What follows belongs to an exercise in optimizing a design on an open flow for small area; a production flow would make more cautious choices.
Only simulation tests tie the RTL to the original design; equivalence was not proved.
Power and IR drop assume default switching activity.

**flow/flow/run.sh**
```bash
#!/bin/bash
# Own flow: the standard ORFS layout (standard.sh) with these changes:
# - synthesis: ABC maps the logic with an area-only script
#   (flow/abc_area_own.script) and Yosys's adder extraction is off, so ABC sees
#   all of the logic. Flip-flops are mapped before ABC, exactly as in the
#   standard synthesis.
# - every port still gets its own buffer, but a sky130_fd_sc_hd__buf_1.
# - clock tree: clkbuf_4/clkbuf_8 buffers and no dummy loads.
set -euo pipefail
W=$PWD
{ cat "$W/flow/abc_proc.tcl"; cat "$W/synth_recipe.tcl"; } > "$W/own_synth.tcl"
export OWN_ABC_SCRIPT="$W/flow/abc_area_own.script"
bash "$W/standard.sh" SYNTH_SCRIPT="$W/own_synth.tcl" ADDER_MAP_FILE= \
  BUFFER_PORTS_ARGS="-buffer_cell sky130_fd_sc_hd__buf_1" \
  CTS_ARGS="-sink_clustering_enable -repair_clock_nets -dont_use_dummy_load -buf_list {sky130_fd_sc_hd__clkbuf_4} -sink_clustering_size 10 -sink_clustering_max_diameter 40" \
  finish > "$W/flow_make.log" 2>&1
```
**flow/flow/abc_area_own.script**
```
strash
&get -n
&deepsyn -T 60
&put
dch
amap -m -F 3 -A 8
topo
stime -c
```
**flow/flow/abc_proc.tcl**
```tcl
# Use this flow's own ABC script for the combinational mapping; flip-flops are
# mapped before ABC runs and are left exactly as the standard synthesis makes them.
proc abc {args} {
  set i [lsearch -exact $args -script]
  if {$i >= 0} { lset args [expr {$i + 1}] $::env(OWN_ABC_SCRIPT) }
  yosys abc {*}$args
}
```
**flow/standard.sh**
```bash
#!/bin/bash
# synth_recipe.tcl (not shown) runs the flow's synth.tcl, then flattens the netlist and writes it again
# the make line also repeats each setting of config.mk as NAME=value (left out here)
make -C /OpenROAD-flow-scripts/flow DESIGN_CONFIG=/design/flow/config.mk WORK_HOME=/design/flow/orfs CLKGATE_MAP_FILE= SYNTH_SCRIPT=/design/flow/synth_recipe.tcl "${@:-finish}"
```
**flow/config.mk**
```make
export PLATFORM = sky130hd
export DESIGN_NAME = IOTDF
export DESIGN_NICKNAME = IOTDF
export VERILOG_FILES = /design/flow/design.v
export SDC_FILE = /design/flow/constraint.sdc
export NUM_CORES = 4
export LEC_CHECK = 0
export ABC_AREA = 1
export CAP_MARGIN = 20
export CORE_MARGIN = 2
export CORE_UTILIZATION = 50
export SLEW_MARGIN = 20
```
**flow/constraint.sdc**
```tcl
create_clock -name core_clock -period 8.0 [get_ports {clk}]
set_input_delay 1.6000 -clock core_clock [delete_from_list [all_inputs] [get_ports {clk}]]
set_output_delay 1.6000 -clock core_clock [all_outputs]
set_load 0.01 [all_outputs]
```
**flow/design.v**
```verilog
`timescale 1ns/10ps
module IOTDF( clk, rst, in_en, iot_in, fn_sel, busy, valid, iot_out);
input          clk;
input          rst;
input          in_en;
input  [7:0]   iot_in;
input  [2:0]   fn_sel;
output         busy;
output         valid;
output [127:0] iot_out;
integer m;
reg [2:0] state;
reg [3:0] cnt;
reg       f1;
reg       valid_r;
assign busy  = 1'b0;
assign valid = valid_r;
wire des   = ~state[2] & ~(state[1] & state[0]);
wire enc   = state[0];
wire crcm  = state[1] & state[0];
wire sortm = state[2];
wire first = (cnt == 4'd0);
wire [3:0] cnt_n = cnt + 4'd1;
always @(posedge clk or posedge rst) begin
    if (rst) begin
        state   <= 3'd0;
        cnt     <= 4'd0;
        f1      <= 1'b0;
        valid_r <= 1'b0;
    end else begin
        if (state == 3'd0) state <= fn_sel;
        if (state != 3'd0) cnt <= cnt_n;
        if (cnt == 4'd15) f1 <= 1'b1;
        valid_r <= (cnt == 4'd15) & f1;
    end
end
reg [127:0] S;
wire [7:0] bin = (sortm & ~cnt[3]) ?
    {iot_in[6], iot_in[7], iot_in[4], iot_in[5], iot_in[2], iot_in[3], iot_in[0], iot_in[1]} : iot_in;
always @(posedge clk) S <= {bin, S[127:8]};
reg [31:0] nL, nR;
reg [27:0] nC, nD;
reg [7:0]  nPAR;
wire [31:0] L = ~nL, R = ~nR;
wire [27:0] C = ~nC, D = ~nD;
wire [7:0] PAR = ~nPAR;
wire [63:0] s_ip;
wire [55:0] s_pc1;
wire [7:0]  s_par;
IP   u_IPs (.i(S[63:0]),   .o(s_ip));
PC1  u_PC1s(.i(S[127:64]), .o(s_pc1));
PARX u_PARs(.i(S[127:64]), .o(s_par));
reg s1;
always @(posedge clk)
    s1 <= enc ? (cnt_n == 4'd1 || cnt_n == 4'd2 || cnt_n == 4'd9  || cnt_n == 4'd0)
              : (cnt_n == 4'd1 || cnt_n == 4'd8 || cnt_n == 4'd15 || cnt_n == 4'd0);
wire ky1 = enc & s1;
wire ky2 = enc & ~s1;
wire ky0 = ~enc;
wire [27:0] kC = ({28{ky1}} & {C[26:0], C[27]}) | ({28{ky2}} & {C[25:0], C[27:26]}) | ({28{ky0}} & C);
wire [27:0] kD = ({28{ky1}} & {D[26:0], D[27]}) | ({28{ky2}} & {D[25:0], D[27:26]}) | ({28{ky0}} & D);
wire [47:0] K;
PC2 u_PC2 (.i({kC, kD}), .o(K));
wire [31:0] f_out;
F u_F (.R(R), .K(K), .o(f_out));
wire [63:0] v_lo_raw;
wire [63:0] v_hi;
FP     u_FPv (.i({L, R}), .o(v_lo_raw));
PC1INV u_PIv (.i({C, D, PAR}), .o(v_hi));
wire [127:0] V;
genvar g;
generate for (g = 0; g < 32; g = g + 1) begin : g_vlo
    assign V[2*g]   = v_lo_raw[2*g+1];
    assign V[2*g+1] = v_lo_raw[2*g];
end endgenerate
assign V[127:64] = v_hi;
function gt8(input [7:0] a, input [7:0] b);
    integer j;
    reg r;
    begin
        r = 1'b0;
        for (j = 0; j < 8; j = j + 1) r = (a[j] & ~b[j]) | (~(a[j] ^ b[j]) & r);
        gt8 = r;
    end
endfunction
reg [15:0] selA, selB;
reg sw;
always @(*) begin
    for (m = 0; m < 8; m = m + 1) begin
        sw = gt8(V[16*m +: 8], V[16*m+8 +: 8]) && (cnt != ((2*m+2) % 16));
        selA[2*m+1]          = sortm & ~sw;
        selB[2*m+1]          = sortm & sw;
        selA[(2*m+2) % 16]   = sortm & sw;
        selB[(2*m+2) % 16]   = sortm & ~sw;
    end
end
wire [127:0] Vn;
generate for (g = 0; g < 16; g = g + 1) begin : g_vn
    assign Vn[8*g +: 8] = ({8{selA[g]}} & V[16*(((g+15)%16)/2) +: 8]) |
                          ({8{selB[g]}} & V[16*(((g+15)%16)/2)+8 +: 8]);
end endgenerate
wire [127:0] Vt;
generate for (g = 0; g < 32; g = g + 1) begin : g_vt
    assign Vt[2*g]   = Vn[2*g+1];
    assign Vt[2*g+1] = Vn[2*g];
end endgenerate
assign Vt[127:64] = Vn[127:64];
wire [63:0] t_ip;
wire [55:0] t_pc1;
wire [7:0]  t_par;
IP   u_IPt (.i(Vt[63:0]),   .o(t_ip));
PC1  u_PC1t(.i(Vt[127:64]), .o(t_pc1));
PARX u_PARt(.i(Vt[127:64]), .o(t_par));
wire el1 = des & enc & s1;
wire el2 = des & enc & ~s1;
wire dr1 = des & ~enc & s1;
wire dr2 = des & ~enc & ~s1;
wire [31:0] uL   = ({32{des}} & R) | t_ip[63:32];
wire [31:0] uR   = ({32{des}} & (L ^ f_out)) | t_ip[31:0];
wire [27:0] uC   = ({28{el1}} & {C[26:0], C[27]}) | ({28{el2}} & {C[25:0], C[27:26]}) |
                   ({28{dr1}} & {C[0], C[27:1]})  | ({28{dr2}} & {C[1:0], C[27:2]}) | t_pc1[55:28];
wire [27:0] uD   = ({28{el1}} & {D[26:0], D[27]}) | ({28{el2}} & {D[25:0], D[27:26]}) |
                   ({28{dr1}} & {D[0], D[27:1]})  | ({28{dr2}} & {D[1:0], D[27:2]}) | t_pc1[27:0];
wire [7:0]  uPAR = ({8{des}}  & PAR) | t_par;
always @(posedge clk) begin
    if (first) begin
        {nL, nR} <= ~s_ip;
        {nC, nD} <= ~s_pc1;
        nPAR     <= ~s_par;
    end else begin
        nL   <= ~uL;
        nR   <= ~uR;
        nC   <= ~uC;
        nD   <= ~uD;
        nPAR <= ~uPAR;
    end
end
function [2:0] mulx(input [2:0] a);
    mulx = {a[1:0], 1'b0} ^ (a[2] ? 3'b101 : 3'b000);
endfunction
function [2:0] crc_step(input [2:0] b0, input [7:0] d);
    integer j;
    reg [2:0] a, r;
    begin
        a = b0;
        for (j = 0; j < 6; j = j + 1) a = mulx(a);
        r = 3'd0;
        for (j = 7; j >= 0; j = j - 1) r = mulx(r) ^ {2'b00, d[j]};
        for (j = 0; j < 4; j = j + 1) r = mulx(r);
        crc_step = a ^ r;
    end
endfunction
reg [2:0] crc;
always @(posedge clk) crc <= crc_step(first ? 3'd0 : crc, S[7:0]);
wire [63:0] o_lo;
wire [63:0] o_hi;
FP     u_FPo (.i({uR, uL}), .o(o_lo));
PC1INV u_PIo (.i({uC, uD, uPAR}), .o(o_hi));
assign iot_out = {o_hi, o_lo[63:3], o_lo[2:0] | ({3{crcm}} & crc)};
endmodule
module PC1INV(
    input  [63:0] i,
    output [63:0] o
);
assign o = {i[56], i[48], i[40], i[8], i[12], i[20], i[28], i[7], i[57], i[49], i[41], i[9], i[13], i[21], i[29], i[6], i[58], i[50], i[42], i[10], i[14], i[22], i[30], i[5], i[59], i[51], i[43], i[11], i[15], i[23], i[31], i[4], i[60], i[52], i[44], i[36], i[16], i[24], i[32], i[3], i[61], i[53], i[45], i[37], i[17], i[25], i[33], i[2], i[62], i[54], i[46], i[38], i[18], i[26], i[34], i[1], i[63], i[55], i[47], i[39], i[19], i[27], i[35], i[0]};
endmodule
module PARX(
    input  [63:0] i,
    output [7:0] o
);
assign o = {i[56], i[48], i[40], i[32], i[24], i[16], i[8], i[0]};
endmodule
module F(
    input  [31:0] R,
    input  [47:0] K,
    output [31:0] o
);
wire [47:0] R_exp;
Expansion u_Expansion(.i(R), .o(R_exp));
wire [47:0] R_xor_K = R_exp ^ K;
wire [31:0] S_o;
S1 u_S1 (.i(R_xor_K[47:42]), .o(S_o[31:28]));
S2 u_S2 (.i(R_xor_K[41:36]), .o(S_o[27:24]));
S3 u_S3 (.i(R_xor_K[35:30]), .o(S_o[23:20]));
S4 u_S4 (.i(R_xor_K[29:24]), .o(S_o[19:16]));
S5 u_S5 (.i(R_xor_K[23:18]), .o(S_o[15:12]));
S6 u_S6 (.i(R_xor_K[17:12]), .o(S_o[11:8]));
S7 u_S7 (.i(R_xor_K[11:6]), .o(S_o[7:4]));
S8 u_S8 (.i(R_xor_K[5:0]), .o(S_o[3:0]));
P u_P (.i(S_o), .o(o));
endmodule
module PC1(
    input  [63:0] i,
    output [55:0] o
);
assign o = {
    i[7], i[15], i[23], i[31], i[39], i[47], i[55], i[63],
    i[6], i[14], i[22], i[30], i[38], i[46], i[54], i[62], 
    i[5], i[13], i[21], i[29], i[37], i[45], i[53], i[61],
    i[4], i[12], i[20], i[28],
    i[1], i[9], i[17], i[25], i[33], i[41], i[49], i[57],
    i[2], i[10], i[18], i[26], i[34], i[42], i[50], i[58],
    i[3], i[11], i[19], i[27], i[35], i[43], i[51], i[59],
    i[36], i[44], i[52], i[60]
};
endmodule
module PC2(
    input  [55:0] i,
    output [47:0] o
);
assign o = {
    i[42], i[39], i[45], i[32], i[55], i[51], i[53], i[28],
    i[41], i[50], i[35], i[46], i[33], i[37], i[44], i[52],
    i[30], i[48], i[40], i[49], i[29], i[36], i[43], i[54],
    i[15], i[4], i[25], i[19], i[9], i[1], i[26], i[16],
    i[5], i[11], i[23], i[8], i[12], i[7], i[17], i[0],
    i[22], i[3], i[10], i[14], i[6], i[20], i[27], i[24]
};
endmodule
module IP(
    input  [63:0] i,
    output [63:0] o
);
assign o = {
    i[6], i[14], i[22], i[30], i[38], i[46], i[54], i[62],
    i[4], i[12], i[20], i[28], i[36], i[44], i[52], i[60],
    i[2], i[10], i[18], i[26], i[34], i[42], i[50], i[58],
    i[0], i[8], i[16], i[24], i[32], i[40], i[48], i[56],
    i[7], i[15], i[23], i[31], i[39], i[47], i[55], i[63],
    i[5], i[13], i[21], i[29], i[37], i[45], i[53], i[61],
    i[3], i[11], i[19], i[27], i[35], i[43], i[51], i[59],
    i[1], i[9], i[17], i[25], i[33], i[41], i[49], i[57]
};
endmodule
module FP(
    input  [63:0] i,
    output [63:0] o
);
assign o = {
    i[24], i[56], i[16], i[48], i[8], i[40], i[0], i[32],
    i[25], i[57], i[17], i[49], i[9], i[41], i[1], i[33],
    i[26], i[58], i[18], i[50], i[10], i[42], i[2], i[34],
    i[27], i[59], i[19], i[51], i[11], i[43], i[3], i[35],
    i[28], i[60], i[20], i[52], i[12], i[44], i[4], i[36],
    i[29], i[61], i[21], i[53], i[13], i[45], i[5], i[37],
    i[30], i[62], i[22], i[54], i[14], i[46], i[6], i[38],
    i[31], i[63], i[23], i[55], i[15], i[47], i[7], i[39]
};
endmodule
module P(
    input  [31:0] i,
    output [31:0] o
);
assign o = {
    i[16], i[25], i[12], i[11], i[3], i[20], i[4], i[15],
    i[31], i[17], i[9], i[6], i[27], i[14], i[1], i[22],
    i[30], i[24], i[8], i[18], i[0], i[5], i[29], i[23],
    i[13], i[19], i[2], i[26], i[10], i[21], i[28], i[7]
};
endmodule
module Expansion(
    input  [31:0] i,
    output [47:0] o
);
assign o = {
    i[0], i[31], i[30], i[29], i[28], i[27],
    i[28], i[27], i[26], i[25], i[24], i[23],
    i[24], i[23], i[22], i[21], i[20], i[19],
    i[20], i[19], i[18], i[17], i[16], i[15],
    i[16], i[15], i[14], i[13], i[12], i[11],
    i[12], i[11], i[10], i[9], i[8], i[7],
    i[8], i[7], i[6], i[5], i[4], i[3],
    i[4], i[3], i[2], i[1], i[0], i[31]
};
endmodule
module CSL1(
    input [27:0] i,
    output [27:0] o
);
assign o = {i[26:0], i[27]};
endmodule
module CSL2(
    input [27:0] i,
    output [27:0] o
);
assign o = {i[25:0], i[27:26]};
endmodule
module S1(
    input [5:0] i,
    output [3:0] o
);
reg [3:0] o_r;
assign o = o_r;
always @(*) begin
    case(i)
        6'b000000: o_r = 4'd14;
        6'b000010: o_r = 4'd4;
        6'b000100: o_r = 4'd13;
        6'b000110: o_r = 4'd1;
        6'b001000: o_r = 4'd2;
        6'b001010: o_r = 4'd15;
        6'b001100: o_r = 4'd11;
        6'b001110: o_r = 4'd8;
        6'b010000: o_r = 4'd3;
        6'b010010: o_r = 4'd10;
        6'b010100: o_r = 4'd6;
        6'b010110: o_r = 4'd12;
        6'b011000: o_r = 4'd5;
        6'b011010: o_r = 4'd9;
        6'b011100: o_r = 4'd0;
        6'b011110: o_r = 4'd7;
        6'b000001: o_r = 4'd0;
        6'b000011: o_r = 4'd15;
        6'b000101: o_r = 4'd7;
        6'b000111: o_r = 4'd4;
        6'b001001: o_r = 4'd14;
        6'b001011: o_r = 4'd2;
        6'b001101: o_r = 4'd13;
        6'b001111: o_r = 4'd1;
        6'b010001: o_r = 4'd10;
        6'b010011: o_r = 4'd6;
        6'b010101: o_r = 4'd12;
        6'b010111: o_r = 4'd11;
        6'b011001: o_r = 4'd9;
        6'b011011: o_r = 4'd5;
        6'b011101: o_r = 4'd3;
        6'b011111: o_r = 4'd8;
        6'b100000: o_r = 4'd4;
        6'b100010: o_r = 4'd1;
        6'b100100: o_r = 4'd14;
        6'b100110: o_r = 4'd8;
        6'b101000: o_r = 4'd13;
        6'b101010: o_r = 4'd6;
        6'b101100: o_r = 4'd2;
        6'b101110: o_r = 4'd11;
        6'b110000: o_r = 4'd15;
        6'b110010: o_r = 4'd12;
        6'b110100: o_r = 4'd9;
        6'b110110: o_r = 4'd7;
        6'b111000: o_r = 4'd3;
        6'b111010: o_r = 4'd10;
        6'b111100: o_r = 4'd5;
        6'b111110: o_r = 4'd0;
        6'b100001: o_r = 4'd15;
        6'b100011: o_r = 4'd12;
        6'b100101: o_r = 4'd8;
        6'b100111: o_r = 4'd2;
        6'b101001: o_r = 4'd4;
        6'b101011: o_r = 4'd9;
        6'b101101: o_r = 4'd1;
        6'b101111: o_r = 4'd7;
        6'b110001: o_r = 4'd5;
        6'b110011: o_r = 4'd11;
        6'b110101: o_r = 4'd3;
        6'b110111: o_r = 4'd14;
        6'b111001: o_r = 4'd10;
        6'b111011: o_r = 4'd0;
        6'b111101: o_r = 4'd6;
        6'b111111: o_r = 4'd13;
    endcase
end
endmodule
module S2(
    input [5:0] i,
    output [3:0] o
);
reg [3:0] o_r;
assign o = o_r;
always @(*) begin
    case(i)
        6'b000000: o_r = 4'd15;
        6'b000010: o_r = 4'd1;
        6'b000100: o_r = 4'd8;
        6'b000110: o_r = 4'd14;
        6'b001000: o_r = 4'd6;
        6'b001010: o_r = 4'd11;
        6'b001100: o_r = 4'd3;
        6'b001110: o_r = 4'd4;
        6'b010000: o_r = 4'd9;
        6'b010010: o_r = 4'd7;
        6'b010100: o_r = 4'd2;
        6'b010110: o_r = 4'd13;
        6'b011000: o_r = 4'd12;
        6'b011010: o_r = 4'd0;
        6'b011100: o_r = 4'd5;
        6'b011110: o_r = 4'd10;
        6'b000001: o_r = 4'd3;
        6'b000011: o_r = 4'd13;
        6'b000101: o_r = 4'd4;
        6'b000111: o_r = 4'd7;
        6'b001001: o_r = 4'd15;
        6'b001011: o_r = 4'd2;
        6'b001101: o_r = 4'd8;
        6'b001111: o_r = 4'd14;
        6'b010001: o_r = 4'd12;
        6'b010011: o_r = 4'd0;
        6'b010101: o_r = 4'd1;
        6'b010111: o_r = 4'd10;
        6'b011001: o_r = 4'd6;
        6'b011011: o_r = 4'd9;
        6'b011101: o_r = 4'd11;
        6'b011111: o_r = 4'd5;
        6'b100000: o_r = 4'd0;
        6'b100010: o_r = 4'd14;
        6'b100100: o_r = 4'd7;
        6'b100110: o_r = 4'd11;
        6'b101000: o_r = 4'd10;
        6'b101010: o_r = 4'd4;
        6'b101100: o_r = 4'd13;
        6'b101110: o_r = 4'd1;
        6'b110000: o_r = 4'd5;
        6'b110010: o_r = 4'd8;
        6'b110100: o_r = 4'd12;
        6'b110110: o_r = 4'd6;
        6'b111000: o_r = 4'd9;
        6'b111010: o_r = 4'd3;
        6'b111100: o_r = 4'd2;
        6'b111110: o_r = 4'd15;
        6'b100001: o_r = 4'd13;
        6'b100011: o_r = 4'd8;
        6'b100101: o_r = 4'd10;
        6'b100111: o_r = 4'd1;
        6'b101001: o_r = 4'd3;
        6'b101011: o_r = 4'd15;
        6'b101101: o_r = 4'd4;
        6'b101111: o_r = 4'd2;
        6'b110001: o_r = 4'd11;
        6'b110011: o_r = 4'd6;
        6'b110101: o_r = 4'd7;
        6'b110111: o_r = 4'd12;
        6'b111001: o_r = 4'd0;
        6'b111011: o_r = 4'd5;
        6'b111101: o_r = 4'd14;
        6'b111111: o_r = 4'd9;
    endcase
end
endmodule
module S3(
    input [5:0] i,
    output [3:0] o
);
reg [3:0] o_r;
assign o = o_r;
always @(*) begin
    case(i)
        6'b000000: o_r = 4'd10;
        6'b000010: o_r = 4'd0;
        6'b000100: o_r = 4'd9;
        6'b000110: o_r = 4'd14;
        6'b001000: o_r = 4'd6;
        6'b001010: o_r = 4'd3;
        6'b001100: o_r = 4'd15;
        6'b001110: o_r = 4'd5;
        6'b010000: o_r = 4'd1;
        6'b010010: o_r = 4'd13;
        6'b010100: o_r = 4'd12;
        6'b010110: o_r = 4'd7;
        6'b011000: o_r = 4'd11;
        6'b011010: o_r = 4'd4;
        6'b011100: o_r = 4'd2;
        6'b011110: o_r = 4'd8;
        6'b000001: o_r = 4'd13;
        6'b000011: o_r = 4'd7;
        6'b000101: o_r = 4'd0;
        6'b000111: o_r = 4'd9;
        6'b001001: o_r = 4'd3;
        6'b001011: o_r = 4'd4;
        6'b001101: o_r = 4'd6;
        6'b001111: o_r = 4'd10;
        6'b010001: o_r = 4'd2;
        6'b010011: o_r = 4'd8;
        6'b010101: o_r = 4'd5;
        6'b010111: o_r = 4'd14;
        6'b011001: o_r = 4'd12;
        6'b011011: o_r = 4'd11;
        6'b011101: o_r = 4'd15;
        6'b011111: o_r = 4'd1;
        6'b100000: o_r = 4'd13;
        6'b100010: o_r = 4'd6;
        6'b100100: o_r = 4'd4;
        6'b100110: o_r = 4'd9;
        6'b101000: o_r = 4'd8;
        6'b101010: o_r = 4'd15;
        6'b101100: o_r = 4'd3;
        6'b101110: o_r = 4'd0;
        6'b110000: o_r = 4'd11;
        6'b110010: o_r = 4'd1;
        6'b110100: o_r = 4'd2;
        6'b110110: o_r = 4'd12;
        6'b111000: o_r = 4'd5;
        6'b111010: o_r = 4'd10;
        6'b111100: o_r = 4'd14;
        6'b111110: o_r = 4'd7;
        6'b100001: o_r = 4'd1;
        6'b100011: o_r = 4'd10;
        6'b100101: o_r = 4'd13;
        6'b100111: o_r = 4'd0;
        6'b101001: o_r = 4'd6;
        6'b101011: o_r = 4'd9;
        6'b101101: o_r = 4'd8;
        6'b101111: o_r = 4'd7;
        6'b110001: o_r = 4'd4;
        6'b110011: o_r = 4'd15;
        6'b110101: o_r = 4'd14;
        6'b110111: o_r = 4'd3;
        6'b111001: o_r = 4'd11;
        6'b111011: o_r = 4'd5;
        6'b111101: o_r = 4'd2;
        6'b111111: o_r = 4'd12;
    endcase
end
endmodule
module S4(
    input [5:0] i,
    output [3:0] o
);
reg [3:0] o_r;
assign o = o_r;
always @(*) begin
    case(i)
        6'b000000: o_r = 4'd7;
        6'b000010: o_r = 4'd13;
        6'b000100: o_r = 4'd14;
        6'b000110: o_r = 4'd3;
        6'b001000: o_r = 4'd0;
        6'b001010: o_r = 4'd6;
        6'b001100: o_r = 4'd9;
        6'b001110: o_r = 4'd10;
        6'b010000: o_r = 4'd1;
        6'b010010: o_r = 4'd2;
        6'b010100: o_r = 4'd8;
        6'b010110: o_r = 4'd5;
        6'b011000: o_r = 4'd11;
        6'b011010: o_r = 4'd12;
        6'b011100: o_r = 4'd4;
        6'b011110: o_r = 4'd15;
        6'b000001: o_r = 4'd13;
        6'b000011: o_r = 4'd8;
        6'b000101: o_r = 4'd11;
        6'b000111: o_r = 4'd5;
        6'b001001: o_r = 4'd6;
        6'b001011: o_r = 4'd15;
        6'b001101: o_r = 4'd0;
        6'b001111: o_r = 4'd3;
        6'b010001: o_r = 4'd4;
        6'b010011: o_r = 4'd7;
        6'b010101: o_r = 4'd2;
        6'b010111: o_r = 4'd12;
        6'b011001: o_r = 4'd1;
        6'b011011: o_r = 4'd10;
        6'b011101: o_r = 4'd14;
        6'b011111: o_r = 4'd9;
        6'b100000: o_r = 4'd10;
        6'b100010: o_r = 4'd6;
        6'b100100: o_r = 4'd9;
        6'b100110: o_r = 4'd0;
        6'b101000: o_r = 4'd12;
        6'b101010: o_r = 4'd11;
        6'b101100: o_r = 4'd7;
        6'b101110: o_r = 4'd13;
        6'b110000: o_r = 4'd15;
        6'b110010: o_r = 4'd1;
        6'b110100: o_r = 4'd3;
        6'b110110: o_r = 4'd14;
        6'b111000: o_r = 4'd5;
        6'b111010: o_r = 4'd2;
        6'b111100: o_r = 4'd8;
        6'b111110: o_r = 4'd4;
        6'b100001: o_r = 4'd3;
        6'b100011: o_r = 4'd15;
        6'b100101: o_r = 4'd0;
        6'b100111: o_r = 4'd6;
        6'b101001: o_r = 4'd10;
        6'b101011: o_r = 4'd1;
        6'b101101: o_r = 4'd13;
        6'b101111: o_r = 4'd8;
        6'b110001: o_r = 4'd9;
        6'b110011: o_r = 4'd4;
        6'b110101: o_r = 4'd5;
        6'b110111: o_r = 4'd11;
        6'b111001: o_r = 4'd12;
        6'b111011: o_r = 4'd7;
        6'b111101: o_r = 4'd2;
        6'b111111: o_r = 4'd14;
    endcase
end
endmodule
module S5(
    input [5:0] i,
    output [3:0] o
);
reg [3:0] o_r;
assign o = o_r;
always @(*) begin
    case(i)
        6'b000000: o_r = 4'd2;
        6'b000010: o_r = 4'd12;
        6'b000100: o_r = 4'd4;
        6'b000110: o_r = 4'd1;
        6'b001000: o_r = 4'd7;
        6'b001010: o_r = 4'd10;
        6'b001100: o_r = 4'd11;
        6'b001110: o_r = 4'd6;
        6'b010000: o_r = 4'd8;
        6'b010010: o_r = 4'd5;
        6'b010100: o_r = 4'd3;
        6'b010110: o_r = 4'd15;
        6'b011000: o_r = 4'd13;
        6'b011010: o_r = 4'd0;
        6'b011100: o_r = 4'd14;
        6'b011110: o_r = 4'd9;
        6'b000001: o_r = 4'd14;
        6'b000011: o_r = 4'd11;
        6'b000101: o_r = 4'd2;
        6'b000111: o_r = 4'd12;
        6'b001001: o_r = 4'd4;
        6'b001011: o_r = 4'd7;
        6'b001101: o_r = 4'd13;
        6'b001111: o_r = 4'd1;
        6'b010001: o_r = 4'd5;
        6'b010011: o_r = 4'd0;
        6'b010101: o_r = 4'd15;
        6'b010111: o_r = 4'd10;
        6'b011001: o_r = 4'd3;
        6'b011011: o_r = 4'd9;
        6'b011101: o_r = 4'd8;
        6'b011111: o_r = 4'd6;
        6'b100000: o_r = 4'd4;
        6'b100010: o_r = 4'd2;
        6'b100100: o_r = 4'd1;
        6'b100110: o_r = 4'd11;
        6'b101000: o_r = 4'd10;
        6'b101010: o_r = 4'd13;
        6'b101100: o_r = 4'd7;
        6'b101110: o_r = 4'd8;
        6'b110000: o_r = 4'd15;
        6'b110010: o_r = 4'd9;
        6'b110100: o_r = 4'd12;
        6'b110110: o_r = 4'd5;
        6'b111000: o_r = 4'd6;
        6'b111010: o_r = 4'd3;
        6'b111100: o_r = 4'd0;
        6'b111110: o_r = 4'd14;
        6'b100001: o_r = 4'd11;
        6'b100011: o_r = 4'd8;
        6'b100101: o_r = 4'd12;
        6'b100111: o_r = 4'd7;
        6'b101001: o_r = 4'd1;
        6'b101011: o_r = 4'd14;
        6'b101101: o_r = 4'd2;
        6'b101111: o_r = 4'd13;
        6'b110001: o_r = 4'd6;
        6'b110011: o_r = 4'd15;
        6'b110101: o_r = 4'd0;
        6'b110111: o_r = 4'd9;
        6'b111001: o_r = 4'd10;
        6'b111011: o_r = 4'd4;
        6'b111101: o_r = 4'd5;
        6'b111111: o_r = 4'd3;
    endcase
end
endmodule
module S6(
    input [5:0] i,
    output [3:0] o
);
reg [3:0] o_r;
assign o = o_r;
always @(*) begin
    case(i)
        6'b000000: o_r = 4'd12;
        6'b000010: o_r = 4'd1;
        6'b000100: o_r = 4'd10;
        6'b000110: o_r = 4'd15;
        6'b001000: o_r = 4'd9;
        6'b001010: o_r = 4'd2;
        6'b001100: o_r = 4'd6;
        6'b001110: o_r = 4'd8;
        6'b010000: o_r = 4'd0;
        6'b010010: o_r = 4'd13;
        6'b010100: o_r = 4'd3;
        6'b010110: o_r = 4'd4;
        6'b011000: o_r = 4'd14;
        6'b011010: o_r = 4'd7;
        6'b011100: o_r = 4'd5;
        6'b011110: o_r = 4'd11;
        6'b000001: o_r = 4'd10;
        6'b000011: o_r = 4'd15;
        6'b000101: o_r = 4'd4;
        6'b000111: o_r = 4'd2;
        6'b001001: o_r = 4'd7;
        6'b001011: o_r = 4'd12;
        6'b001101: o_r = 4'd9;
        6'b001111: o_r = 4'd5;
        6'b010001: o_r = 4'd6;
        6'b010011: o_r = 4'd1;
        6'b010101: o_r = 4'd13;
        6'b010111: o_r = 4'd14;
        6'b011001: o_r = 4'd0;
        6'b011011: o_r = 4'd11;
        6'b011101: o_r = 4'd3;
        6'b011111: o_r = 4'd8;
        6'b100000: o_r = 4'd9;
        6'b100010: o_r = 4'd14;
        6'b100100: o_r = 4'd15;
        6'b100110: o_r = 4'd5;
        6'b101000: o_r = 4'd2;
        6'b101010: o_r = 4'd8;
        6'b101100: o_r = 4'd12;
        6'b101110: o_r = 4'd3;
        6'b110000: o_r = 4'd7;
        6'b110010: o_r = 4'd0;
        6'b110100: o_r = 4'd4;
        6'b110110: o_r = 4'd10;
        6'b111000: o_r = 4'd1;
        6'b111010: o_r = 4'd13;
        6'b111100: o_r = 4'd11;
        6'b111110: o_r = 4'd6;
        6'b100001: o_r = 4'd4;
        6'b100011: o_r = 4'd3;
        6'b100101: o_r = 4'd2;
        6'b100111: o_r = 4'd12;
        6'b101001: o_r = 4'd9;
        6'b101011: o_r = 4'd5;
        6'b101101: o_r = 4'd15;
        6'b101111: o_r = 4'd10;
        6'b110001: o_r = 4'd11;
        6'b110011: o_r = 4'd14;
        6'b110101: o_r = 4'd1;
        6'b110111: o_r = 4'd7;
        6'b111001: o_r = 4'd6;
        6'b111011: o_r = 4'd0;
        6'b111101: o_r = 4'd8;
        6'b111111: o_r = 4'd13;
    endcase
end
endmodule
module S7(
    input [5:0] i,
    output [3:0] o
);
reg [3:0] o_r;
assign o = o_r;
always @(*) begin
    case(i)
        6'b000000: o_r = 4'd4;
        6'b000010: o_r = 4'd11;
        6'b000100: o_r = 4'd2;
        6'b000110: o_r = 4'd14;
        6'b001000: o_r = 4'd15;
        6'b001010: o_r = 4'd0;
        6'b001100: o_r = 4'd8;
        6'b001110: o_r = 4'd13;
        6'b010000: o_r = 4'd3;
        6'b010010: o_r = 4'd12;
        6'b010100: o_r = 4'd9;
        6'b010110: o_r = 4'd7;
        6'b011000: o_r = 4'd5;
        6'b011010: o_r = 4'd10;
        6'b011100: o_r = 4'd6;
        6'b011110: o_r = 4'd1;
        6'b000001: o_r = 4'd13;
        6'b000011: o_r = 4'd0;
        6'b000101: o_r = 4'd11;
        6'b000111: o_r = 4'd7;
        6'b001001: o_r = 4'd4;
        6'b001011: o_r = 4'd9;
        6'b001101: o_r = 4'd1;
        6'b001111: o_r = 4'd10;
        6'b010001: o_r = 4'd14;
        6'b010011: o_r = 4'd3;
        6'b010101: o_r = 4'd5;
        6'b010111: o_r = 4'd12;
        6'b011001: o_r = 4'd2;
        6'b011011: o_r = 4'd15;
        6'b011101: o_r = 4'd8;
        6'b011111: o_r = 4'd6;
        6'b100000: o_r = 4'd1;
        6'b100010: o_r = 4'd4;
        6'b100100: o_r = 4'd11;
        6'b100110: o_r = 4'd13;
        6'b101000: o_r = 4'd12;
        6'b101010: o_r = 4'd3;
        6'b101100: o_r = 4'd7;
        6'b101110: o_r = 4'd14;
        6'b110000: o_r = 4'd10;
        6'b110010: o_r = 4'd15;
        6'b110100: o_r = 4'd6;
        6'b110110: o_r = 4'd8;
        6'b111000: o_r = 4'd0;
        6'b111010: o_r = 4'd5;
        6'b111100: o_r = 4'd9;
        6'b111110: o_r = 4'd2;
        6'b100001: o_r = 4'd6;
        6'b100011: o_r = 4'd11;
        6'b100101: o_r = 4'd13;
        6'b100111: o_r = 4'd8;
        6'b101001: o_r = 4'd1;
        6'b101011: o_r = 4'd4;
        6'b101101: o_r = 4'd10;
        6'b101111: o_r = 4'd7;
        6'b110001: o_r = 4'd9;
        6'b110011: o_r = 4'd5;
        6'b110101: o_r = 4'd0;
        6'b110111: o_r = 4'd15;
        6'b111001: o_r = 4'd14;
        6'b111011: o_r = 4'd2;
        6'b111101: o_r = 4'd3;
        6'b111111: o_r = 4'd12;
    endcase
end
endmodule
module S8(
    input [5:0] i,
    output [3:0] o
);
reg [3:0] o_r;
assign o = o_r;
always @(*) begin
    case(i)
        6'b000000: o_r = 4'd13;
        6'b000010: o_r = 4'd2;
        6'b000100: o_r = 4'd8;
        6'b000110: o_r = 4'd4;
        6'b001000: o_r = 4'd6;
        6'b001010: o_r = 4'd15;
        6'b001100: o_r = 4'd11;
        6'b001110: o_r = 4'd1;
        6'b010000: o_r = 4'd10;
        6'b010010: o_r = 4'd9;
        6'b010100: o_r = 4'd3;
        6'b010110: o_r = 4'd14;
        6'b011000: o_r = 4'd5;
        6'b011010: o_r = 4'd0;
        6'b011100: o_r = 4'd12;
        6'b011110: o_r = 4'd7;
        6'b000001: o_r = 4'd1;
        6'b000011: o_r = 4'd15;
        6'b000101: o_r = 4'd13;
        6'b000111: o_r = 4'd8;
        6'b001001: o_r = 4'd10;
        6'b001011: o_r = 4'd3;
        6'b001101: o_r = 4'd7;
        6'b001111: o_r = 4'd4;
        6'b010001: o_r = 4'd12;
        6'b010011: o_r = 4'd5;
        6'b010101: o_r = 4'd6;
        6'b010111: o_r = 4'd11;
        6'b011001: o_r = 4'd0;
        6'b011011: o_r = 4'd14;
        6'b011101: o_r = 4'd9;
        6'b011111: o_r = 4'd2;
        6'b100000: o_r = 4'd7;
        6'b100010: o_r = 4'd11;
        6'b100100: o_r = 4'd4;
        6'b100110: o_r = 4'd1;
        6'b101000: o_r = 4'd9;
        6'b101010: o_r = 4'd12;
        6'b101100: o_r = 4'd14;
        6'b101110: o_r = 4'd2;
        6'b110000: o_r = 4'd0;
        6'b110010: o_r = 4'd6;
        6'b110100: o_r = 4'd10;
        6'b110110: o_r = 4'd13;
        6'b111000: o_r = 4'd15;
        6'b111010: o_r = 4'd3;
        6'b111100: o_r = 4'd5;
        6'b111110: o_r = 4'd8;
        6'b100001: o_r = 4'd2;
        6'b100011: o_r = 4'd1;
        6'b100101: o_r = 4'd14;
        6'b100111: o_r = 4'd7;
        6'b101001: o_r = 4'd4;
        6'b101011: o_r = 4'd10;
        6'b101101: o_r = 4'd8;
        6'b101111: o_r = 4'd13;
        6'b110001: o_r = 4'd15;
        6'b110011: o_r = 4'd12;
        6'b110101: o_r = 4'd9;
        6'b110111: o_r = 4'd0;
        6'b111001: o_r = 4'd3;
        6'b111011: o_r = 4'd5;
        6'b111101: o_r = 4'd6;
        6'b111111: o_r = 4'd11;
    endcase
end
endmodule
```
==> results.yml, run 1 <==
status:
  outcome: "no timing/DRC/antenna violations"
setup_path:
  crit_path_max_incr_delay_ns: 0.81
  ff2ff_setup_slack_ns: 2.63
  ff2ff_path_depth: 18
  cp-end-kind: "output port"
  cp-startpoint: "state[0]"
  critPathMaxFanout: 14
  r2r_end: "nR[20]"
  crit_top_cell: "o21ai_0"
  crit_path_start_kind: "flop"
  crit_slowest_cell: "a222oi_1"
  arrival_ns: 6.00
  critPathTopFamily: "compound AO/OA/AOI/OAI gates"
  r2r_start: "state[0]"
  cp_num_buf_inv: 2
  path_class: "reg -> out"
  worstPathRequired_ns: 6.40
  crit_chain: "nand2_1 > o22ai_1 > a21oi_1 > o21ai_0 > nor2_1 > nor2_1 > o21ai_0 > clkinv_1 > nor2_1 > or3_1 > o21ai_0 > a21oi_1 > a21oi_1 > o21ai_0 > nor2_1 > a21oi_1 > a222oi_1 > o21ai_0 > buf_1"
yosys:
  yosys-top-cells-count: "260 x dfxtp_1, 252 x o21ai_0, 248 x clkinv_1"
  yosysWarningCount: 9
  synth_area_per_cell_um2: 7.58
  ys_seq_area_frac: 0.401
  syn_nets: 1803
  netlist_area_mm2: 0.0136
  synth_top_area_share: 0.384
  synth_edf_count: 0
  yosysUniqueCellTypes: 39
  ys_async_sr_fraction: 0.0335
  synth_area_leader_cell: "dfxtp_1"
  ys.flop_type: "dfxtp_1"
  synth_most_common_cell: "dfxtp_1"
  ys_ff_latch: 269
  syn_inst: 1789
  ys_top_cells_by_area: "dfxtp_1 38%, o21ai_0 9.3%, o22ai_1 8.5%, clkinv_1 6.9%, nor2_1 6.6%"
pwr:
  p_leak_nw: 5.30
  power.total_mw: 2.98
  irDropWorstVdd_uv: 160
  p_per_area_mw_per_mm2: 198
final_layout:
  area_growth_syn_to_layout_pct: 11.2
  final_nets: 2015
  seq_area_mm2: 0.00543
  postLayoutCellArea_mm2: 0.0151
  multi_input_area_mm2: 0.00721
  fin_util: 0.562
  nFillCells: 2657
  finalNonFillerCells: 2342
  drive_gt1_frac: 0.0380
floorplanning:
  die_h_um: 169
  core_area_mm2: 0.0268
  die-area_mm2: 0.0284
  initial_utilization: 0.506
  die_w_um: 169
  ios: 144
  row_count: 60
clock_network:
  clk_pin_slew_ns: 0.11
  cts.path.max_buffers: 3
  cts_resized: 0
  ctsRootBufferMaster: "clkbuf_4"
  cts_tree: "built"
  clkLatencyLatePin_ns: 0.70
  cts_setup_buffers: 0
  clkSinkCount: 269
  htreeDepth: 2
  hold_buffers: 0
  cts-buffers-inserted: 38
detailed_routing:
  drt_first_pass_iters: 13
  vias: 15700
  vias_per_cell: 6.71
  postRouteAntennaNets: 0
  drc_errors: 0
  drt_wl_total_mm: 54.5
  drt_iter0_markers: 2438
  routedWlPerCell_um: 23.3
sta:
  hold_viol: 0
  fin_setup_tns_ns: 0
  worstMarginPinSlew_ns: 1.17
  max_slew_margin: 0.219
  rsz0062_at_grt: "false"
  setup_slack_ns: 0.404
  finalClockSkew_ns: 0.131
  setup_viol: 0
  whs_ns: 0.318
  fmaxAchievable_ghz: 0.132
  period_minus_slack_ns: 7.60
  slew_viol_final: 0
  fin_crit_sh: 0.950
placed_design:
  dp_cells: 2302
  io_buffer_count: 141
  gp_congestion: 0.955
  place.detailed.hpwl_mm: 41.4
  dp_worst_setup_slack_ns: 1.38
  place_area_mm2: 0.0148
hold_path:
  hp-start: "S[17]"
  min_path_cells: 0
  holdCritPathClass: "reg -> reg"
  whs_endpoint: "S[9]"
global_route:
  grt_pass1_vias: 14200
  grt-ovfl-total: 0
  grt_usage: 0.368
  grt_antenna_before_repair: 1
  grt_max_degree: 90
  grt_pass1_wl_mm: 81.4
job:
  cap_violations: 0
[registers in the layout, summed over array words and instances, names as in the netlist, 3 cells and up]
register  count
cnt           4
S           128
nC           28
state         3
nD           28
nR           32
nL           32
nPAR          8
crc           3
[layer usage]
| layer | track usage | share of wire | wire length, um |
|---|---|---|---|
| met1 | 0.497 | 0.40 | 22000 |
| met3 | 0.0549 | 0.10 | 5700 |
| met4 | 0.161 | 0.050 | 2720 |
| met2 | 0.588 | 0.44 | 24000 |
| met5 | 0 | 0 | 0 |
[placed cells by master, fill, tap and decap left out, drive strengths merged, types with 46 or more instances in the layout]
| cell type | n |
|---|---|
| a21oi | 144 |
| a222oi | 57 |
| a22oi | 46 |
| buf | 173 |
| clkinv | 247 |
| dfxtp | 260 |
| nand2 | 120 |
| nor2 | 238 |
| o21ai | 252 |
| o221ai | 73 |
| o22ai | 185 |
[where the power goes]
part           internal (mW)  switching [mW]  leakage, nW
Sequential              1.42          0.0709         2.30
Clock                  0.219           0.437        0.175
Combinational          0.267           0.572         2.83
[worst reg2reg max path, stage by stage (launching register included)]
cell and delay [ns]:
dfrtp_1 0.51, nand2_1 0.48, buf_12 0.28, o22a_1 0.19, o21ai_0 0.23, o21ai_0 0.53, clkinv_1 0.25, nor2_1 0.29
nor2_1 0.14, o21ai_0 0.55, nor2_1 0.08, nor2_1 0.17, nor2_1 0.09, o311ai_0 0.32, a31oi_1 0.25, or2_0 0.25
a222oi_1 0.23, clkinv_1 0.20, o22ai_1 0.13
[layout make-up]
class / instances / area share
Antenna cell: 2 / 0.000332
Multi-Input combinational cell: 1271 / 0.478
Sequential cell: 269 / 0.360
Timing Repair Buffer: 173 / 0.0519
Clock buffer: 38 / 0.0189
Inverter: 248 / 0.0619
Tap cell: 341 / 0.0283
[cell families (layout without fill, tap and decap cells)]
kind of cell / after synthesis / count (layout) / synth area share
AO/OA/AOI/OAI: 863 / 863 / 0.411
XOR/XNOR: 3 / 3 / 0.00194
buffers and inverters: 249 / 459 / 0.0692
flip-flops: 269 / 269 / 0.401
other: 1 / 3 / 0.000277
AND/OR/NAND/NOR: 404 / 404 / 0.117
[worst max-delay path by stage]
stage                        endpoint  slack, ns  depth (start not counted)
final                      iot_out[2]       0.40                         19
after global routing      iot_out[28]      0.002                         18
after CTS                 iot_out[28]       0.63                         18
after detailed placement  iot_out[28]       1.38                         18
after global placement     iot_out[2]       1.41                         19
after floorplan            iot_out[2]       0.46                          8
==> run 2, diff against run 1 <==
--- a/flow/flow/run.sh
+++ b/flow/flow/run.sh
@@ -5,7 +5,8 @@
 #   all of the logic. Flip-flops are mapped before ABC, exactly as in the
 #   standard synthesis.
 # - every port still gets its own buffer, but a sky130_fd_sc_hd__buf_1.
-# - clock tree: clkbuf_4/clkbuf_8 buffers and no dummy loads.
+# - clock tree: clkbuf_4 buffers, sink clusters of up to 10 within 40 um,
+#   no dummy loads.
 set -euo pipefail
 W=$PWD
 { cat "$W/flow/abc_proc.tcl"; cat "$W/synth_recipe.tcl"; } > "$W/own_synth.tcl"
--- a/flow/config.mk
+++ b/flow/config.mk
@@ -8,5 +8,5 @@
 export ABC_AREA = 1
 export CAP_MARGIN = 20
 export CORE_MARGIN = 2
-export CORE_UTILIZATION = 50
+export CORE_UTILIZATION = 60
 export SLEW_MARGIN = 20
==> run 2 against run 1 <==
Flip-flop and latch count unchanged. Still clean. Clock power increased by 0.8%. Fmax rose by 0.79%. Non-clock buffer count increased by 7. Via count is 3.8% higher. Power increased by 0.47%. Utilization rose by 12 points. Setup slack gained 0.060 ns. Wire length shrank 1.7%. Register-to-register slack improved by 0.08 ns. Global-route usage rose by 6.6 points. Synthesized cell count unchanged.
==> results.yml, run 2 <==
status:
  outcome: "no timing/DRC/antenna violations"
yosys:
  ys_seq_area_frac: 0.401
  syn_nets: 1803
  synth_top_area_share: 0.384
  yosysWarningCount: 9
  yosysUniqueCellTypes: 39
  synth_edf_count: 0
  syn_inst: 1789
  synth_most_common_cell: "dfxtp_1"
  ys.flop_type: "dfxtp_1"
  yosys-top-cells-count: "260 x dfxtp_1, 252 x o21ai_0, 248 x clkinv_1"
  synth_area_per_cell_um2: 7.58
  synth_area_leader_cell: "dfxtp_1"
  ys_top_cells_by_area: "dfxtp_1 38%, o21ai_0 9.3%, o22ai_1 8.5%, clkinv_1 6.9%, nor2_1 6.6%"
  netlist_area_mm2: 0.0136
  ys_ff_latch: 269
  ys_async_sr_fraction: 0.0335
floorplanning:
  row_count: 54
  core_area_mm2: 0.0220
  die_w_um: 154
  ios: 144
  initial_utilization: 0.615
  die_h_um: 154
  die-area_mm2: 0.0238
setup_path:
  arrival_ns: 5.94
  worstPathRequired_ns: 6.40
  path_class: "reg -> out"
  cp-end-kind: "output port"
  critPathMaxFanout: 28
  crit_path_start_kind: "flop"
final_layout:
  nFillCells: 1911
  area_growth_syn_to_layout_pct: 11.0
  top_regs: "S (128), nL (32), nR (32)"
  drive_gt1_frac: 0.0409
  top_register: "S"
  final_common_cell: "dfxtp_1"
  final_nets: 2022
  largest_reg_flops: 128
  final_cell_mix: "260 x dfxtp_1, 251 x o21ai_0, 247 x clkinv_1"
  fin_util: 0.683
pwr:
  switching_share: 0.364
  p_int_mw: 1.91
  p_leak_nw: 5.34
  clockPowerShare: 0.220
  p_switching_mw: 1.09
  comb_power_share: 0.283
  p_per_area_mw_per_mm2: 199
  seq_power_share: 0.497
  irDropWorstVdd_uv: 178
clock_network:
  cts_tree: "built"
  ctsRootBufferMaster: "clkbuf_4"
  cts_setup_buffers: 0
  cts_resized: 0
  clkLatencyLatePin_ns: 0.71
  hold_buffers: 0
  htreeDepth: 2
  clk_pin_slew_ns: 0.10
  cts-buffers-inserted: 38
  clkSinkCount: 269
  cts.path.max_buffers: 3
detailed_routing:
  vias_per_cell: 7.13
  vias: 16300
  drt_wl_total_mm: 53.6
  routedWlPerCell_um: 23.4
  drt_first_pass_iters: 17
  drc_errors: 0
  postRouteAntennaNets: 0
  drt_iter0_markers: 3020
sta:
  worstMarginPinSlew_ns: 1.16
  finalClockSkew_ns: 0.156
  slew_viol_final: 0
  max_slew_margin: 0.227
  fmaxAchievable_ghz: 0.133
  fin_crit_sh: 0.942
  setup_viol: 0
  rsz0062_at_grt: "false"
  period_minus_slack_ns: 7.54
  fin_setup_tns_ns: 0
  hold_viol: 0
global_route:
  grt_pass1_wl_mm: 81.6
  grt-ovfl-total: 0
  grt_pass1_vias: 14900
  grt_usage: 0.434
  grt_max_degree: 79
  grt_antenna_before_repair: 1
placed_design:
  io_buffer_count: 141
  place.detailed.hpwl_mm: 40.4
  gp_congestion: 1.11
job:
  cap_violations: 0
hold_path:
  holdCritPathClass: "reg -> reg"
[run 2: cell count changes in the layout (fill, tap and decap cells not counted), sizes merged]
cell | before | now
buf | 173 | 180
[run 2: logic make-up (layout without fill, tap and decap cells)]
group                  after synthesis  in the layout  synth area share
flip-flops                         269            269             0.401
other                                1              3          0.000277
XOR/XNOR                             3              3           0.00194
AO/OA/AOI/OAI                      863            863             0.411
AND/OR/NAND/NOR                    404            404             0.117
buffers and inverters              249            466            0.0692
[run 2: final timing paths]
kind	cells after the start	slack [ns]	start	end
worst max-delay path	19	0.46	state[0]	iot_out[28]
worst min-delay path	0	0.30	S[10]	S[2]
worst max register to register	19	2.71	state[0]	nR[20]
worst min register to register	0	0.30	S[10]	S[2]
max in group asynchronous	2	7.02	rst	state[1]
min in group asynchronous	2	0.77	rst	cnt[2]
[run 2: layout make-up]
cell class	instances	area (um^2)	area share
Multi-Input combinational cell	1271	7200	0.479
Tap cell	280	350	0.0233
Clock buffer	38	285	0.0190
Inverter	248	933	0.0621
Sequential cell	269	5430	0.361
Antenna cell	2	5.00	0.000333
Timing Repair Buffer	180	835	0.0555
[run 2: routing by layer]
metal | wire [um] | part of all wire | global-route usage | vias up
li1 | - | - | - | 7257
met3 | 7060 | 0.13 | 0.0902 | 296
met4 | 3630 | 0.068 | 0.246 | 0
met1 | 19500 | 0.36 | 0.558 | 7375
met2 | 23300 | 0.44 | 0.682 | 1382
met5 | 0 | 0 | 0 | -
[run 2: worst max-delay path, stage by stage (launching register included)]
cell and delay (ns):
dfrtp_1 0.55, nand2_1 0.13, buf_4 0.34, buf_4 0.37
o22a_1 0.19, o21ai_0 0.22, o21ai_0 0.50, clkinv_1 0.24
nor2_1 0.29, nor2_1 0.14, o21ai_0 0.50, nor2_1 0.08
nor2_1 0.16, nor2_1 0.08, o311ai_0 0.28, a31oi_1 0.25
or2_0 0.26, a222oi_1 0.26, clkinv_1 0.18, buf_1 0.19
[run 2: power groups by stage]
| stage | registers (mW) | clock network, mW | logic [mW] |
|---|---|---|---|
| after floorplan | 1.49 | 0 | 0.541 |
| after global placement | 1.51 | 0 | 0.794 |
| after detailed placement | 1.52 | 0 | 0.811 |
| after CTS | 1.49 | 0.649 | 0.815 |
| after global routing | 1.50 | 0.701 | 0.909 |
| final | 1.49 | 0.660 | 0.847 |
[run 2: per-stage QoR]
stage | hold slack (ns) | instances | total power, mW | instance area, um^2 | worst slack (ns)
finish | 0.298 | 2288 | 3.00 | 15000 | 0.463
global route | 0.304 | 2287 | 3.11 | 15000 | 0.0958
CTS | 0.309 | 2286 | 2.95 | 15000 | 0.666
detailed placement | 0.336 | 2248 | 2.33 | 14700 | 1.41
global placement | 0.333 | 2248 | 2.31 | 14700 | 1.54
floorplan | 0.331 | 1789 | 2.03 | 13600 | 0.459
==> run 3, diff against run 2 <==
--- a/flow/config.mk
+++ b/flow/config.mk
@@ -8,5 +8,5 @@
 export ABC_AREA = 1
 export CAP_MARGIN = 20
 export CORE_MARGIN = 2
-export CORE_UTILIZATION = 60
+export CORE_UTILIZATION = 50
 export SLEW_MARGIN = 20
==> run 3 against run 2 <==
Clock power is 0.8% lower. Still clean. Critical endpoint is now iot_out[2]. Cell count grew 2.4%. Sequential share of layout area down 0.069 points. Largest power group unchanged. Highest routed layer unchanged. Synthesized cell count is the same.
==> results.yml, run 3 <==
final_layout:
  seq_area_mm2: 0.00543
  multi_input_area_mm2: 0.00721
  final_nets: 2015
  area_growth_syn_to_layout_pct: 11.2
  final_common_cell: "dfxtp_1"
  nFillCells: 2657
  top_register: "S"
  top_regs: "S (128), nL (32), nR (32)"
  drive_gt1_frac: 0.0380
  largest_reg_flops: 128
  final_cell_mix: "260 x dfxtp_1, 252 x o21ai_0, 247 x clkinv_1"
sta:
  fin_crit_sh: 0.950
  whs_ns: 0.318
  finalClockSkew_ns: 0.131
  period_minus_slack_ns: 7.60
  slew_viol_final: 0
  fin_setup_tns_ns: 0
  setup_viol: 0
  rsz0062_at_grt: "false"
  max_slew_margin: 0.219
  fmaxAchievable_ghz: 0.132
  setup_slack_ns: 0.404
  hold_viol: 0
  worstMarginPinSlew_ns: 1.17
global_route:
  grt_antenna_before_repair: 1
  grt_usage: 0.368
  grt_pass1_vias: 14200
  grt-ovfl-total: 0
  grt_max_degree: 90
  grt_pass1_wl_mm: 81.4
floorplanning:
  die-area_mm2: 0.0284
  initial_utilization: 0.506
  die_h_um: 169
  ios: 144
  row_count: 60
  core_area_mm2: 0.0268
  die_w_um: 169
yosys:
  ys_top_cells_by_area: "dfxtp_1 38%, o21ai_0 9.3%, o22ai_1 8.5%, clkinv_1 6.9%, nor2_1 6.6%"
  netlist_area_mm2: 0.0136
  yosys-top-cells-count: "260 x dfxtp_1, 252 x o21ai_0, 248 x clkinv_1"
  yosysWarningCount: 9
  synth_top_area_share: 0.384
  ys.flop_type: "dfxtp_1"
  ys_seq_area_frac: 0.401
  synth_area_leader_cell: "dfxtp_1"
  synth_edf_count: 0
  synth_most_common_cell: "dfxtp_1"
  ys_async_sr_fraction: 0.0335
  syn_nets: 1803
  syn_inst: 1789
  synth_area_per_cell_um2: 7.58
  yosysUniqueCellTypes: 39
  ys_ff_latch: 269
clock_network:
  ctsRootBufferMaster: "clkbuf_4"
  clkLatencyLatePin_ns: 0.70
  cts.path.max_buffers: 3
  hold_buffers: 0
  htreeDepth: 2
  clk_pin_slew_ns: 0.11
  cts_tree: "built"
  cts_resized: 0
  clkSinkCount: 269
  cts-buffers-inserted: 38
  cts_setup_buffers: 0
detailed_routing:
  drc_errors: 0
  drt_iter0_markers: 2438
  drt_wl_total_mm: 54.5
  drt_first_pass_iters: 13
  vias: 15700
  postRouteAntennaNets: 0
  vias_per_cell: 6.71
  routedWlPerCell_um: 23.3
placed_design:
  dp_worst_setup_slack_ns: 1.38
  io_buffer_count: 141
  gp_congestion: 0.955
  place.detailed.hpwl_mm: 41.4
pwr:
  irDropWorstVdd_uv: 160
  p_per_area_mw_per_mm2: 198
  power.total_mw: 2.98
  p_leak_nw: 5.30
setup_path:
  critPathMaxFanout: 14
  crit_chain: "nand2_1 > o22ai_1 > a21oi_1 > o21ai_0 > nor2_1 > nor2_1 > o21ai_0 > clkinv_1 > nor2_1 > or3_1 > o21ai_0 > a21oi_1 > a21oi_1 > o21ai_0 > nor2_1 > a21oi_1 > a222oi_1 > o21ai_0 > buf_1"
  path_class: "reg -> out"
  critPathTopFamily: "compound AO/OA/AOI/OAI gates"
  crit_path_start_kind: "flop"
  cp-end-kind: "output port"
  cp_num_buf_inv: 2
  crit_slowest_cell: "a222oi_1"
  crit_top_cell: "o21ai_0"
  worstPathRequired_ns: 6.40
  crit_path_max_incr_delay_ns: 0.81
  arrival_ns: 6.00
status:
  outcome: "no timing/DRC/antenna violations"
hold_path:
  holdCritPathClass: "reg -> reg"
job:
  cap_violations: 0
## run 3: worst register-to-register path, delay by kind of cell, from the launching register on
family          cells  cell delay [ns]
compound gates      8             2.43
simple gates        7             1.50
buf+inv             3             0.73
flops               1             0.51
## run 3: per-stage QoR
step / cells / instance area, um^2 / util
finish: 2342 / 15100 / 0.562
global route: 2342 / 15100 / 0.562
CTS: 2340 / 15100 / 0.562
detailed placement: 2302 / 14800 / 0.551
global placement: 2302 / 14800 / 0.551
floorplan: 1789 / 13600 / -
## run 3: kinds of logic after synthesis
| family | Yosys count | share of synthesized area |
|---|---|---|
| DFF | 269 | 0.401 |
| AOI/OAI and AO/OA | 863 | 0.411 |
| and+or+nand+nor | 404 | 0.117 |
| other | 1 | 0.000277 |
| buffers and inverters | 249 | 0.0692 |
| xor gates and xnor gates | 3 | 0.00194 |
## run 3: layer usage
| metal | track usage | share of wire | up-vias |
|---|---|---|---|
| met4 | 0.161 | 0.050 | 0 |
| li1 | - | - | 7255 |
| met1 | 0.497 | 0.40 | 7209 |
| met3 | 0.0549 | 0.10 | 181 |
| met5 | 0 | 0 | - |
| met2 | 0.588 | 0.44 | 1061 |
## run 3: layout make-up
cell class / instances / area share
sequential: 269 / 0.360
timing repair buffer: 173 / 0.0519
antenna: 2 / 0.000332
clock buffer: 38 / 0.0189
inverter: 248 / 0.0619
multi-input combinational: 1271 / 0.478
tap: 341 / 0.0283
## run 3: path summary, 6_finish.rpt
kind,startpoint,end,slack (ns),cells past startpoint
worst min register to register,S[17],S[9],0.32,0
worst min-delay path,S[17],S[9],0.32,0
worst max register to register,state[0],nR[20],2.63,18
max in group asynchronous,rst,state[1],7.04,2
worst max-delay path,state[0],iot_out[2],0.40,19
min in group asynchronous,rst,state[2],0.77,2
## run 3: power breakdown
| group | leakage [nW] | switching [mW] | internal [mW] | total (mW) |
|---|---|---|---|---|
| Clock | 0.175 | 0.437 | 0.219 | 0.655 |
| Combinational | 2.83 | 0.572 | 0.267 | 0.839 |
| Sequential | 2.30 | 0.0709 | 1.42 | 1.49 |
| Total | 5.30 | 1.08 | 1.90 | 2.98 |
==> run 4, diff against run 3 <==
==> flow/flow/abc_area_own.script (replaced) <==
strash
&get -n
&deepsyn -T 60
&put
dch -f
amap -m -F 4 -A 12 -C 1000
topo
stime -c
==> run 4 against run 3 <==
Sequential power about the same. Hold slack got worse by 0.014 ns. Highest routed layer unchanged. Clock power is 5.5% higher. Sequential share of layout area about the same. Setup slack gained 0.38 ns. Final area barely moved. Utilization increased by 0.12 points. Flip-flop and latch count is the same. Cell count shrank 0.56%. Critical endpoint is now iot_out[10]. Via count shrank 0.77%.
==> results.yml, run 4 <==
setup_path:
  cp-end-kind: "output port"
  path_class: "reg -> out"
  worstPathRequired_ns: 6.40
  critPathMaxFanout: 39
  crit_path_start_kind: "flop"
  arrival_ns: 5.62
clock_network:
  clkLatencyLatePin_ns: 0.70
  clkSinkCount: 269
  hold_buffers: 0
  htreeDepth: 2
  cts_resized: 0
  cts_setup_buffers: 0
  cts_tree: "built"
  cts-buffers-inserted: 42
  clk_pin_slew_ns: 0.10
  cts.path.max_buffers: 3
  ctsRootBufferMaster: "clkbuf_4"
yosys:
  synth_top_area_share: 0.385
  syn_nets: 1788
  ys_seq_area_frac: 0.401
  netlist_area_mm2: 0.0135
  ys.flop_type: "dfxtp_1"
  yosysUniqueCellTypes: 41
  synth_area_per_cell_um2: 7.63
  synth_edf_count: 0
  ys_ff_latch: 269
  yosysWarningCount: 9
  ys_top_cells_by_area: "dfxtp_1 38%, o21ai_0 9.5%, o22ai_1 8.2%, clkinv_1 6.7%, nor2_1 6.3%"
  synth_most_common_cell: "dfxtp_1"
  synth_area_leader_cell: "dfxtp_1"
  yosys-top-cells-count: "260 x dfxtp_1, 256 x o21ai_0, 242 x clkinv_1"
  ys_async_sr_fraction: 0.0335
  syn_inst: 1774
final_layout:
  final_cell_mix: "260 x dfxtp_1, 255 x o21ai_0, 241 x clkinv_1"
  final_common_cell: "dfxtp_1"
  drive_gt1_frac: 0.0398
  largest_reg_flops: 128
  area_growth_syn_to_layout_pct: 11.3
  final_nets: 2003
  top_register: "S"
  top_regs: "S (128), nL (32), nR (32)"
hold_path:
  holdCritPathClass: "reg -> reg"
global_route:
  grt_max_degree: 93
  grt_usage: 0.367
  grt-ovfl-total: 0
  grt_antenna_before_repair: 1
  grt_pass1_wl_mm: 81.8
  grt_pass1_vias: 14200
floorplanning:
  ios: 144
  initial_utilization: 0.506
  core_area_mm2: 0.0267
  die_h_um: 169
  die_w_um: 169
  row_count: 60
  die-area_mm2: 0.0284
detailed_routing:
  routedWlPerCell_um: 23.0
  drt_iter0_markers: 2501
  postRouteAntennaNets: 0
  drt_first_pass_iters: 12
  vias_per_cell: 6.69
  vias: 15600
  routed-wl-met2_mm: 22.9
  top_layer_used: "met4"
  drt_wl_total_mm: 53.5
  routed-wl-met3_mm: 5.73
  drc_errors: 0
  wl_met1_mm: 22.0
pwr:
  p_per_area_mw_per_mm2: 200
  p_leak_nw: 5.29
  irDropWorstVdd_uv: 147
sta:
  slew_viol_final: 0
  period_minus_slack_ns: 7.22
  hold_viol: 0
  rsz0062_at_grt: "false"
  fin_setup_tns_ns: 0
  max_slew_margin: 0.191
  setup_viol: 0
  finalClockSkew_ns: 0.118
  fin_crit_sh: 0.902
  setup_slack_ns: 0.782
  fmaxAchievable_ghz: 0.139
  worstMarginPinSlew_ns: 1.21
  whs_ns: 0.303
placed_design:
  io_buffer_count: 141
  gp_congestion: 0.999
  place.detailed.hpwl_mm: 40.6
  dp_worst_setup_slack_ns: 1.71
job:
  cap_violations: 0
status:
  outcome: "no timing/DRC/antenna violations"
[run 4: critical path, cell delays in order (launching register included)]
cell and delay, ns:
dfrtp_1 0.53, nand2_1 0.17, buf_4 0.30, o22ai_1 0.25, a21oi_1 0.14, o21ai_0 0.67
clkinv_1 0.35, nor2_1 0.26, a21oi_1 0.10, or2_0 0.31, o31ai_1 0.14, o221ai_1 0.23
nor2b_1 0.24, o21ai_0 0.17, o221ai_1 0.13, o311a_1 0.14, a31o_1 0.25, a21oi_1 0.15
o21ai_0 0.09, o221ai_1 0.10, buf_1 0.18
[run 4: layer usage]
metal  vias to the layer above  track usage
li1                       7230            -
met1                      7129        0.493
met2                      1022        0.563
met3                       204       0.0790
met4                         0        0.174
met5                         -            0
[run 4: cells by family (layout without fill, tap and decap cells)]
group,after synthesis,after routing,synth area share
DFF,269,269,0.401
AOI/OAI and AO/OA,878,878,0.418
and+or+nand+nor,380,380,0.111
buffers and inverters,243,456,0.0677
other,1,2,0.000277
xor gates and xnor gates,3,3,0.00194
[run 4: final cells by class]
cell class | count | area [um^2]
Inverter | 242 | 911
Tap cell | 341 | 427
Clock buffer | 42 | 315
Sequential cell | 269 | 5430
Timing Repair Buffer | 172 | 762
Multi-Input combinational cell | 1262 | 7210
Fill cell | 2610 | 11700
Antenna cell | 1 | 2.50
[run 4: per-stage QoR]
stage               utilization  std cells  instance area, um^2  total power [mW]
floorplan                     -       1774                13500              2.04
global placement          0.551       2286                14700              2.32
detailed placement        0.551       2286                14700              2.33
CTS                       0.563       2328                15100              3.00
global route              0.563       2329                15100              3.16
finish                    0.563       2329                15100              3.02
[run 4: where the power goes]
| group | total [mW] | internal (mW) | switching [mW] |
|---|---|---|---|
| Clock | 0.691 | 0.240 | 0.451 |
| Combinational | 0.834 | 0.273 | 0.561 |
| Sequential | 1.49 | 1.42 | 0.0733 |
[run 4: final timing paths]
path	slack (ns)	startpoint	cells past startpoint	endpoint
max	0.78	state[0]	20	iot_out[10]
min in group asynchronous	0.77	rst	2	f1
min reg2reg	0.30	S[41]	0	S[33]
max reg2reg	2.90	state[0]	21	nR[31]
max in group asynchronous	6.94	rst	2	cnt[3]
min	0.30	S[41]	0	S[33]

## separate check: timing with driven ports
In the flow no input, the clock included, has a driving cell. The finished layouts below were timed again as built, in two steps. Step 1, drivers: a clkbuf_16 drives clk and a buf_2 each remaining input, both assumed. Step 2 moves the port delays by t, midway between the first and last clock arrival at a register: inputs arrive t later, outputs are due t later. That takes back most of the time a late clock gives input paths. Three values: ideal ports, drivers, drivers and shift; two values: the first two.
| run | t (ns) | slack for setup (ns) | clock arrival spread, ns | cell pins on the clock port's net |
|---|---|---|---|---|
| run 1 | 0.678 | 0.404 / 0.356 / 1.034 | 0.131 / 0.130 | 1 |
| run 2 | 0.684 | 0.463 / 0.415 / 1.099 | 0.156 / 0.156 | 1 |
| run 3 | 0.678 | 0.404 / 0.356 / 1.034 | 0.131 / 0.130 | 1 |
| run 4 | 0.694 | 0.782 / 0.733 / 1.427 | 0.118 / 0.118 | 1 |
After both steps setup and hold are still met in every run listed.
